From an optimization exercise on the open Yosys and OpenROAD flow, aimed at small area; shortcuts taken in it are not production practice. Function was checked by simulation only, so behaviour that the tests miss may differ from the original. Power and IR drop assume default switching activity.

## garnet
Design NV_soDLA_CACC_calculator_gate, start of the top module:
module NV_soDLA_CACC_calculator_gate(
  input           io_nvdla_core_clk,
  input           io_nvdla_core_rstn,
  input  [1087:0] io_abuf_rd_data,
  output          io_abuf_wr_addr_valid,
  output [5:0]    io_abuf_wr_addr_bits,
  output [1087:0] io_abuf_wr_data,
  output          io_dlv_valid,
  output          io_dlv_mask,
  output [1023:0] io_dlv_data,
  output [1:0]    io_dlv_pd,
  input           io_accu_ctrl_valid,
  input  [12:0]   io_accu_ctrl_pd,
  input           io_accu_ctrl_ram_valid,
  input  [4:0]    io_cfg_truncate,
  input  [21:0]   io_mac_a2accu_data_0,
  input  [21:0]   io_mac_a2accu_data_1,
  input  [21:0]   io_mac_a2accu_data_2,
  input  [21:0]   io_mac_a2accu_data_3,
  input  [21:0]   io_mac_a2accu_data_4,
  input  [21:0]   io_mac_a2accu_data_5,
  input  [21:0]   io_mac_a2accu_data_6,
  input  [21:0]   io_mac_a2accu_data_7,
  input  [21:0]   io_mac_a2accu_data_8,
  input  [21:0]   io_mac_a2accu_data_9,
  input  [21:0]   io_mac_a2accu_data_10,
  input  [21:0]   io_mac_a2accu_data_11,
  input  [21:0]   io_mac_a2accu_data_12,
  input  [21:0]   io_mac_a2accu_data_13,
  input  [21:0]   io_mac_a2accu_data_14,
  input  [21:0]   io_mac_a2accu_data_15,
  input  [15:0]   io_mac_a2accu_mask,
  input           io_mac_a2accu_pvld,
  input  [21:0]   io_mac_b2accu_data_0,
  input  [21:0]   io_mac_b2accu_data_1,
  input  [21:0]   io_mac_b2accu_data_2,
  input  [21:0]   io_mac_b2accu_data_3,
  input  [21:0]   io_mac_b2accu_data_4,
  ...
Size in the first run: about 18000 cells after synthesis, ~3500 flip-flops.
==> flow/config.mk <==
export PLATFORM = sky130hd
export DESIGN_NAME = NV_soDLA_CACC_calculator_gate
export DESIGN_NICKNAME = NV_soDLA_CACC_calculator_gate
export VERILOG_FILES = /design/flow/design.v
export SDC_FILE = /design/flow/constraint.sdc
export NUM_CORES = 8
export LEC_CHECK = 0
export ABC_AREA = 1
export CAP_MARGIN = 20
export CORE_AREA = 4 4 1196 1196
export DIE_AREA = 0 0 1200 1200
export PLACE_DENSITY = 0.45
export SLEW_MARGIN = 20
==> flow/constraint.sdc <==
create_clock -name core_clock -period 10.0 [get_ports {io_nvdla_core_clk}]
set_input_delay 2.0000 -clock core_clock [delete_from_list [all_inputs] [get_ports {io_nvdla_core_clk}]]
set_output_delay 2.0000 -clock core_clock [all_outputs]
set_load 0.01 [all_outputs]
standard.sh (not shown) runs the stock make flow with config.mk's settings and CLKGATE_MAP_FILE= SYNTH_SCRIPT=/design/flow/synth_recipe.tcl, a recipe that flattens the netlist after the stock synthesis.
==> flow/flow/run.sh <==
#!/bin/bash
# The standard layout with these changes:
#  - synthesis maps with an area-oriented ABC script (flow/abc_area.script,
#    ABC's &nf mapper) in place of ORFS's, and skips the generic ABC pass
#    inside Yosys's synth (SYNTH_ARGS=-noabc) so that the adders written as
#    full and half adders map to those cells without extra inverters;
#    everything else is the standard synthesis, so the registers are
#    the same;
#  - floorplanning removes synthesis buffers instead of upsizing gates for
#    timing before placement (REMOVE_ABC_BUFFERS=1);
#  - the ports are buffered with the smallest buffer, buf_1;
#  - clock tree synthesis uses the arguments in flow/cts_args.txt (no dummy
#    loads, smaller clusters of a smaller buffer);
#  - before pin placement, flow/pins.tcl keeps each lane's ports together on
#    one stretch of the die edge, so that each lane sits next to its ports;
#  - after global routing, flow/grt_post.tcl repairs antennas once more with
#    a margin, to save rounds of antenna repair after detailed routing.
# Each step's full output goes to a log file in this folder.
set -o pipefail
here=$(pwd)
rm -rf scripts_nf
cp -r "$FLOW_HOME/scripts" scripts_nf
cp flow/abc_area.script scripts_nf/abc_area.script
SCRIPTS_DIR=$here/scripts_nf SYNTH_ARGS=-noabc bash standard.sh synth > synth.log 2>&1 || exit 1
rm -rf scripts_nf
export REMOVE_ABC_BUFFERS=1
# more rounds of antenna repair after detailed routing (the default 5 can
# leave a few violations)
export MAX_REPAIR_ANTENNAS_ITER_DRT=15
export BUFFER_PORTS_ARGS="-buffer_cell sky130_fd_sc_hd__buf_1"
if [ -f flow/cts_args.txt ]; then export CTS_ARGS="$(cat flow/cts_args.txt)"; fi
export PRE_IO_PLACEMENT_TCL=$here/flow/pins.tcl
export POST_GLOBAL_ROUTE_TCL=$here/flow/grt_post.tcl
bash standard.sh > layout.log 2>&1
Other scripts of this flow, unchanged in this note and not shown: flow/flow/abc_area.script, flow/flow/cts_args.txt, flow/flow/grt_post.tcl, flow/flow/pins.tcl
The following lists how pepper was set up differently from garnet:
--- a/flow/design.v
+++ b/flow/design.v
@@ -3,17 +3,16 @@
   input  [21:0] data,
   input  [33:0] op,
   input         mask,
   input         rv,
   input         f0,      
   input         f1,
   input         f2,
   input  [4:0]  ts,      
-  input  [4:0]  tsn,     
   input  [29:0] smask,   
   output reg    ns,      
   output [33:0] res      
 );
   genvar i;
   wire [33:0] b = op & {34{rv}};
   wire [13:0] sa;
   wire [14:0] ca;
@@ -84,26 +83,17 @@
   reg         sp;
   always @(posedge clk) begin
     sn <= ~s1;
     ns <= ns1;
     sp <= sp1;
   end
   wire [33:0] s = ~sn;
   wire        sg = s[33];
-  wire [34:0] l0 = {sn, 1'b1};
-  wire [34:0] l1, l2, l3, l4, l5;
-  generate for (i = 0; i < 35; i = i + 1) begin : g_sh
-    assign l1[i] = ~(((i + 1  < 35 ? l0[(i + 1)  % 35] : ~sg) | tsn[0]) & (l0[i] | ts[0]));
-    assign l2[i] = ~(((i + 2  < 35 ? l1[(i + 2)  % 35] :  sg) | tsn[1]) & (l1[i] | ts[1]));
-    assign l3[i] = ~(((i + 4  < 35 ? l2[(i + 4)  % 35] : ~sg) | tsn[2]) & (l2[i] | ts[2]));
-    assign l4[i] = ~(((i + 8  < 35 ? l3[(i + 8)  % 35] :  sg) | tsn[3]) & (l3[i] | ts[3]));
-    assign l5[i] = ~(((i + 16 < 35 ? l4[(i + 16) % 35] : ~sg) | tsn[4]) & (l4[i] | ts[4]));
-  end endgenerate
-  wire [34:0] z = l5;
+  wire [34:0] z = ~($signed({sn, 1'b1}) >>> ts);
   wire        guide = z[0];
   wire        point5 = guide & sp;
   wire [31:0] sft = z[32:1];
   wire [32:0] ci;
   wire [31:0] fin;
   assign ci[0] = point5;
   generate for (i = 0; i < 32; i = i + 1) begin : g_inc
     assign fin[i] = sft[i] ^ ci[i];
@@ -281,22 +271,18 @@
       if (dl2) pe3 <= pe2;
     end
   end
   assign io_abuf_wr_addr_valid = wr3;
   assign io_abuf_wr_addr_bits = addr3;
   assign io_dlv_valid = dl3;
   assign io_dlv_mask = dl3;
   assign io_dlv_pd = pe3;
-  wire [4:0] t1 = dl1 ? io_cfg_truncate : 5'h0;
-  reg  [4:0] ts, tsn;
-  always @(posedge clk) begin
-    ts <= t1;
-    tsn <= ~t1;
-  end
+  reg  [4:0] ts;
+  always @(posedge clk) ts <= dl1 ? io_cfg_truncate : 5'h0;
   wire [4:0] t = ts;
   wire f0 = dl1 & (io_cfg_truncate == 5'd0);
   wire f1 = dl1 & (io_cfg_truncate == 5'd1);
   wire f2 = dl1 & (io_cfg_truncate == 5'd2);
   wire [29:0] smask;
   genvar j;
   generate
     for (j = 0; j < 30; j = j + 1) begin : g_sm
@@ -309,17 +295,17 @@
   wire [31:0]  lmask = {io_mac_b2accu_mask, io_mac_a2accu_mask};
   wire [31:0]  lns;
   genvar k;
   generate
     for (k = 0; k < 32; k = k + 1) begin : g_lane
       wire [33:0] res;
       cacc_lane u (
         .clk(clk), .data(ldata[22*k +: 22]), .op(io_abuf_rd_data[34*k +: 34]),
-        .mask(lmask[k]), .rv(io_accu_ctrl_ram_valid), .ts(ts), .tsn(tsn), .smask(smask),
+        .mask(lmask[k]), .rv(io_accu_ctrl_ram_valid), .ts(ts), .smask(smask),
         .f0(f0), .f1(f1), .f2(f2), .ns(lns[k]), .res(res));
       assign io_abuf_wr_data[34*k +: 34] = res;
       assign io_dlv_data[32*k +: 32] = res[31:0];
     end
   endgenerate
   wire [5:0] n2;
   cacc_popcount32 u_pc (.x(lns), .y(n2));
   reg  [5:0] n3;
Results
Looking at area growth from synthesis to final layout across pepper and garnet, the one that comes out higher is garnet. [compare] base=garnet new=pepper: post-synthesis cell count rose about 13%; peak fanout along the critical path rose 9; count of clock-buffer cells in the layout rose 7. Any difference in post-synthesis xor/xnor area fraction between garnet and pepper is small enough to ignore. pepper — maximum number of pins on one net before global-route repair 9 higher, garnet as reference. Setup slack after layout: higher on pepper. adder cells as the combinational family with the most area after synthesis was reported by pepper, and compound AO/OA/AOI/OAI gates by garnet. Non-clock buffer count in pepper vs garnet: up 0.32%. Delta (pepper minus garnet): measured slew at the worst slew-check pin increased by 0.059 ns relative to the old numbers; number of placed instances, taps included increased by 2392 relative to the old numbers; post-layout minimum cycle time decreased by 0.19 ns relative to the old numbers.

* * *

NV_soDLA_CACC_calculator_gate, a different RTL version from the one above (not shown whole).
For scale: ~18000 cells after synthesis, roughly 3500 flip-flops, roughly 4000 I/O pins, ~180000 um2 of cells after synthesis.
==> module cacc_lane, before the edit <==
module cacc_lane(
  input         clk,
  input  [21:0] data,
  input  [33:0] op,
  input         mask,
  input         rv,
  input         f0,      
  input         f1,
  input         f2,
  input  [4:0]  ts,      
  input  [29:0] smask,   
  output reg    ns,      
  output [33:0] res      
);
  genvar i;
  wire [33:0] b = op & {34{rv}};
  wire [13:0] sa;
  wire [14:0] ca;
  assign ca[0] = 1'b0;
  generate for (i = 0; i < 14; i = i + 1) begin : g_a
    assign sa[i] = data[i] ^ b[i] ^ ca[i];
    assign ca[i+1] = (data[i] & b[i]) | (ca[i] & (data[i] ^ b[i]));
  end endgenerate
  wire [7:0] sb;
  wire [8:0] cb;
  assign cb[0] = 1'b0;
  generate for (i = 0; i < 8; i = i + 1) begin : g_b
    assign sb[i] = data[14+i] ^ b[14+i] ^ cb[i];
    assign cb[i+1] = (data[14+i] & b[14+i]) | (cb[i] & (data[14+i] ^ b[14+i]));
  end endgenerate
  wire [12:0] u = {b[33], b[33:22]};
  wire [12:0] sc;
  wire [13:0] zc;    
  assign zc[0] = 1'b1;
  generate for (i = 0; i < 13; i = i + 1) begin : g_c
    assign sc[i] = u[i] ^ (data[21] & zc[i]);
    assign zc[i+1] = zc[i] & ~u[i];
  end endgenerate
  reg [13:0] r_sa;
  reg [7:0]  r_sb;
  reg        r_ca, r_cb, r_m;
  reg [12:0] r_sc;
  always @(posedge clk) begin
    r_sa <= sa; r_ca <= ca[14];
    r_sb <= sb; r_cb <= cb[8];
    r_sc <= sc; r_m <= mask;
  end
  wire [7:0] mb;
  wire [8:0] cm;
  assign cm[0] = r_ca;
  generate for (i = 0; i < 8; i = i + 1) begin : g_mb
    assign mb[i] = r_sb[i] ^ cm[i];
    assign cm[i+1] = r_sb[i] & cm[i];
  end endgenerate
  wire [12:0] mc;
  wire [13:0] cu;
  assign cu[0] = r_cb | cm[8];
  generate for (i = 0; i < 13; i = i + 1) begin : g_mc
    assign mc[i] = r_sc[i] ^ cu[i];
    assign cu[i+1] = r_sc[i] & cu[i];
  end endgenerate
  wire [34:0] sum = {mc, mb, r_sa};
  wire        sign = sum[34];
  wire        ovf = sum[34] ^ sum[33];
  wire        ones = &sum[31:1];
  wire        nf0 = ovf | (sign ^ sum[32]) | (sign ^ sum[31]);
  wire        nf1 = ovf | (sign ^ sum[32]) | (~sign & ones & sum[0]);
  wire        nf2 = ~sign & (ovf | (ones & sum[32]));
  wire        ns1 = r_m & (f0 & nf0 | f1 & nf1 | f2 & nf2);
  wire        ovr = ovf | ns1;
  wire        k1 = r_m & ~ovr;
  wire        k2 = r_m & ovr;
  wire [33:0] pat;
  assign pat[33] = sign;
  assign pat[32] = (ns1 & (f0 | f1)) ? sign : ~sign;
  assign pat[31] = (ns1 & f0) ? sign : ~sign;
  assign pat[30:2] = {29{~sign}};
  assign pat[1] = ~sign & ~(ns1 & f2);
  assign pat[0] = ~sign & ~(ns1 & (f1 | f2));
  wire [33:0] s1 = (sum[33:0] & {34{k1}}) | (pat & {34{k2}});
  wire        sp1 = ~sign | (|(sum[29:0] & smask));
  reg  [33:0] sn;    
  reg         sp;
  always @(posedge clk) begin
    sn <= ~s1;
    ns <= ns1;
    sp <= sp1;
  end
  wire [33:0] s = ~sn;
  wire        sg = s[33];
  wire [34:0] l0 = {sn, 1'b1};
  wire [34:0] l1, l2, l3, l4, l5;
  cacc_shift_level #(.K(1))  u_l1 (.x(l0), .fill(~sg), .s(ts[0]), .y(l1));
  cacc_shift_level #(.K(2))  u_l2 (.x(l1), .fill(sg),  .s(ts[1]), .y(l2));
  cacc_shift_level #(.K(4))  u_l3 (.x(l2), .fill(~sg), .s(ts[2]), .y(l3));
  cacc_shift_level #(.K(8))  u_l4 (.x(l3), .fill(sg),  .s(ts[3]), .y(l4));
  cacc_shift_level #(.K(16)) u_l5 (.x(l4), .fill(~sg), .s(ts[4]), .y(l5));
  wire [34:0] z = l5;
  wire        guide = z[0];
  wire        point5 = guide & sp;
  wire [31:0] sft = z[32:1];
  wire [32:0] ci;
  wire [31:0] fin;
  assign ci[0] = point5;
  generate for (i = 0; i < 32; i = i + 1) begin : g_inc
    assign fin[i] = sft[i] ^ ci[i];
    if (i == 15)
      assign ci[i+1] = point5 & (&sft[15:0]);
    else
      assign ci[i+1] = sft[i] & ci[i];
  end endgenerate
  reg  [33:0] r3;
  always @(posedge clk) r3 <= {s[33:32], fin};
  assign res = r3;
endmodule
Settings: LEC_CHECK=0, ABC_AREA=1, CAP_MARGIN=20, CORE_AREA=4 4 1196 1196, DIE_AREA=0 0 1200 1200, PLACE_DENSITY=0.6, SLEW_MARGIN=20; clock period 10.0 ns.
==> flow/flow/run.sh <==
#!/bin/bash
# The standard layout with these changes:
#  - synthesis reads flow/shift_cells.v in place of the RTL module
#    cacc_shift_level: the same function, each bit one o22ai cell, so that
#    each shifter level maps to that cell (ABC alone maps it to larger
#    muxes);
#  - synthesis maps with an area-oriented ABC script (flow/abc_area.script,
#    ABC's &nf mapper) in place of ORFS's, and skips the generic ABC pass
#    inside Yosys's synth (SYNTH_ARGS=-noabc) so that the adders written as
#    full and half adders map to those cells without extra inverters;
#    everything else is the standard synthesis, so the registers are
#    the same;
#  - floorplanning removes synthesis buffers instead of upsizing gates for
#    timing before placement (REMOVE_ABC_BUFFERS=1);
#  - the ports are buffered with the smallest buffer, buf_1;
#  - clock tree synthesis uses the arguments in flow/cts_args.txt (no dummy
#    loads, smaller clusters of a smaller buffer);
#  - before pin placement, flow/pins.tcl keeps each lane's ports together on
#    one stretch of the die edge, so that each lane sits next to its ports;
#  - after global routing, flow/grt_post.tcl repairs antennas once more with
#    a margin, to save rounds of antenna repair after detailed routing.
# Each step's full output goes to a log file in this folder.
set -o pipefail
here=$(pwd)
rm -rf scripts_nf
cp -r "$FLOW_HOME/scripts" scripts_nf
cp flow/abc_area.script scripts_nf/abc_area.script
# the design for synthesis: design.v with the shifter level in cells
awk '/^module cacc_shift_level/{skip=1} !skip{print} skip&&/^endmodule/{skip=0}' design.v > design_synth.v
cat flow/shift_cells.v >> design_synth.v
if [ "$(grep -c '^module cacc_shift_level' design_synth.v)" != 1 ] || grep -q 'xe\[K' design_synth.v; then
  echo "run.sh: could not replace cacc_shift_level" >&2; exit 1
fi
sed "s|^export VERILOG_FILES = .*|export VERILOG_FILES = $here/design_synth.v|" config.mk > config_synth.mk
sed "s|DESIGN_CONFIG=[^ ]*|DESIGN_CONFIG=$here/config_synth.mk|" standard.sh > standard_synth.sh
grep -q "DESIGN_CONFIG=$here/config_synth.mk" standard_synth.sh || { echo "run.sh: could not point synthesis at config_synth.mk" >&2; exit 1; }
SCRIPTS_DIR=$here/scripts_nf SYNTH_ARGS=-noabc bash standard_synth.sh synth > synth.log 2>&1 || exit 1
rm -rf scripts_nf
export REMOVE_ABC_BUFFERS=1
# more rounds of antenna repair after detailed routing (the default 5 can
# leave a few violations)
export MAX_REPAIR_ANTENNAS_ITER_DRT=15
export BUFFER_PORTS_ARGS="-buffer_cell sky130_fd_sc_hd__buf_1"
if [ -f flow/cts_args.txt ]; then export CTS_ARGS="$(cat flow/cts_args.txt)"; fi
export PRE_IO_PLACEMENT_TCL=$here/flow/pins.tcl
export POST_GLOBAL_ROUTE_TCL=$here/flow/grt_post.tcl
bash standard.sh > layout.log 2>&1
Other scripts of this flow, unchanged in this note and not shown: flow/flow/abc_area.script, flow/flow/cts_args.txt, flow/flow/grt_post.tcl, flow/flow/pins.tcl, flow/flow/shift_cells.v
Rerun with:
--- a/flow/design.v
+++ b/flow/design.v
@@ -13,21 +13,21 @@
   output [33:0] res      
 );
   genvar i;
   wire [33:0] b = op & {34{rv}};
-  wire [13:0] sa;
-  wire [14:0] ca;
+  wire [14:0] sa;
+  wire [15:0] ca;
   assign ca[0] = 1'b0;
-  generate for (i = 0; i < 14; i = i + 1) begin : g_a
+  generate for (i = 0; i < 15; i = i + 1) begin : g_a
     assign sa[i] = data[i] ^ b[i] ^ ca[i];
     assign ca[i+1] = (data[i] & b[i]) | (ca[i] & (data[i] ^ b[i]));
   end endgenerate
-  wire [7:0] sb;
-  wire [8:0] cb;
+  wire [6:0] sb;
+  wire [7:0] cb;
   assign cb[0] = 1'b0;
-  generate for (i = 0; i < 8; i = i + 1) begin : g_b
-    assign sb[i] = data[14+i] ^ b[14+i] ^ cb[i];
-    assign cb[i+1] = (data[14+i] & b[14+i]) | (cb[i] & (data[14+i] ^ b[14+i]));
+  generate for (i = 0; i < 7; i = i + 1) begin : g_b
+    assign sb[i] = data[15+i] ^ b[15+i] ^ cb[i];
+    assign cb[i+1] = (data[15+i] & b[15+i]) | (cb[i] & (data[15+i] ^ b[15+i]));
   end endgenerate
   wire [12:0] u = {b[33], b[33:22]};
   wire [12:0] sc;
   wire [13:0] zc;    
@@ -35,27 +35,27 @@
   generate for (i = 0; i < 13; i = i + 1) begin : g_c
     assign sc[i] = u[i] ^ (data[21] & zc[i]);
     assign zc[i+1] = zc[i] & ~u[i];
   end endgenerate
-  reg [13:0] r_sa;
-  reg [7:0]  r_sb;
+  reg [14:0] r_sa;
+  reg [6:0]  r_sb;
   reg        r_ca, r_cb, r_m;
   reg [12:0] r_sc;
   always @(posedge clk) begin
-    r_sa <= sa; r_ca <= ca[14];
-    r_sb <= sb; r_cb <= cb[8];
+    r_sa <= sa; r_ca <= ca[15];
+    r_sb <= sb; r_cb <= cb[7];
     r_sc <= sc; r_m <= mask;
   end
-  wire [7:0] mb;
-  wire [8:0] cm;
+  wire [6:0] mb;
+  wire [7:0] cm;
   assign cm[0] = r_ca;
-  generate for (i = 0; i < 8; i = i + 1) begin : g_mb
+  generate for (i = 0; i < 7; i = i + 1) begin : g_mb
     assign mb[i] = r_sb[i] ^ cm[i];
     assign cm[i+1] = r_sb[i] & cm[i];
   end endgenerate
   wire [12:0] mc;
   wire [13:0] cu;
-  assign cu[0] = r_cb | cm[8];
+  assign cu[0] = r_cb | cm[7];
   generate for (i = 0; i < 13; i = i + 1) begin : g_mc
     assign mc[i] = r_sc[i] ^ cu[i];
     assign cu[i+1] = r_sc[i] & cu[i];
   end endgenerate
=> The new run went through all stages and came out clean; critical path depth stays the same; count of clock-buffer cells in the layout came out lower by 6; setup slack got worse by 0.44 ns; synthesized area is about the same; first-iteration DRC count came out lower by 2.0%; die area stays the same; power barely changes; design area hardly moves; wire length decreases by 0.66%; hold slack gets better by 0.051 ns; sequential power is about the same; cell count stays flat; maximum frequency is lower by 5.1%.

[afterwards: timing with drivers on the ports]
The results above use ideal ports. As a check the final layouts listed here were re-extracted and re-timed, cells and wires unchanged. Step 1, drivers: a clkbuf_16 drives io_nvdla_core_clk and a buf_2 each remaining input, both assumed. Step 2 also shifts input and output timing later by t, the mid clock arrival at the registers, as if the neighbouring blocks saw the same clock. a / b / c = ideal / step 1 / step 2; a / b = the first two.
| run | t, ns | setup slack, ns | slew at the worst register clock pin (ns) |
|---|---|---|---|
| garnet | 1.319 | 1.200 / 1.200 / 0.730 | 0.11 / 0.11 |
| pepper | 1.290 | 1.394 / 1.394 / 0.755 | 0.11 / 0.11 |
| the first run of note 2 | 1.256 | 1.740 / 1.740 / 0.767 | 0.10 / 0.10 |
| the second run of note 2 | 1.261 | 1.300 / 1.300 / 0.346 | 0.11 / 0.11 |
After both steps setup and hold are still met in every run listed. For the first run of note 2, which loses most, drivers alone change the setup slack by 0.000 ns; drivers and shift together by -0.973 ns.
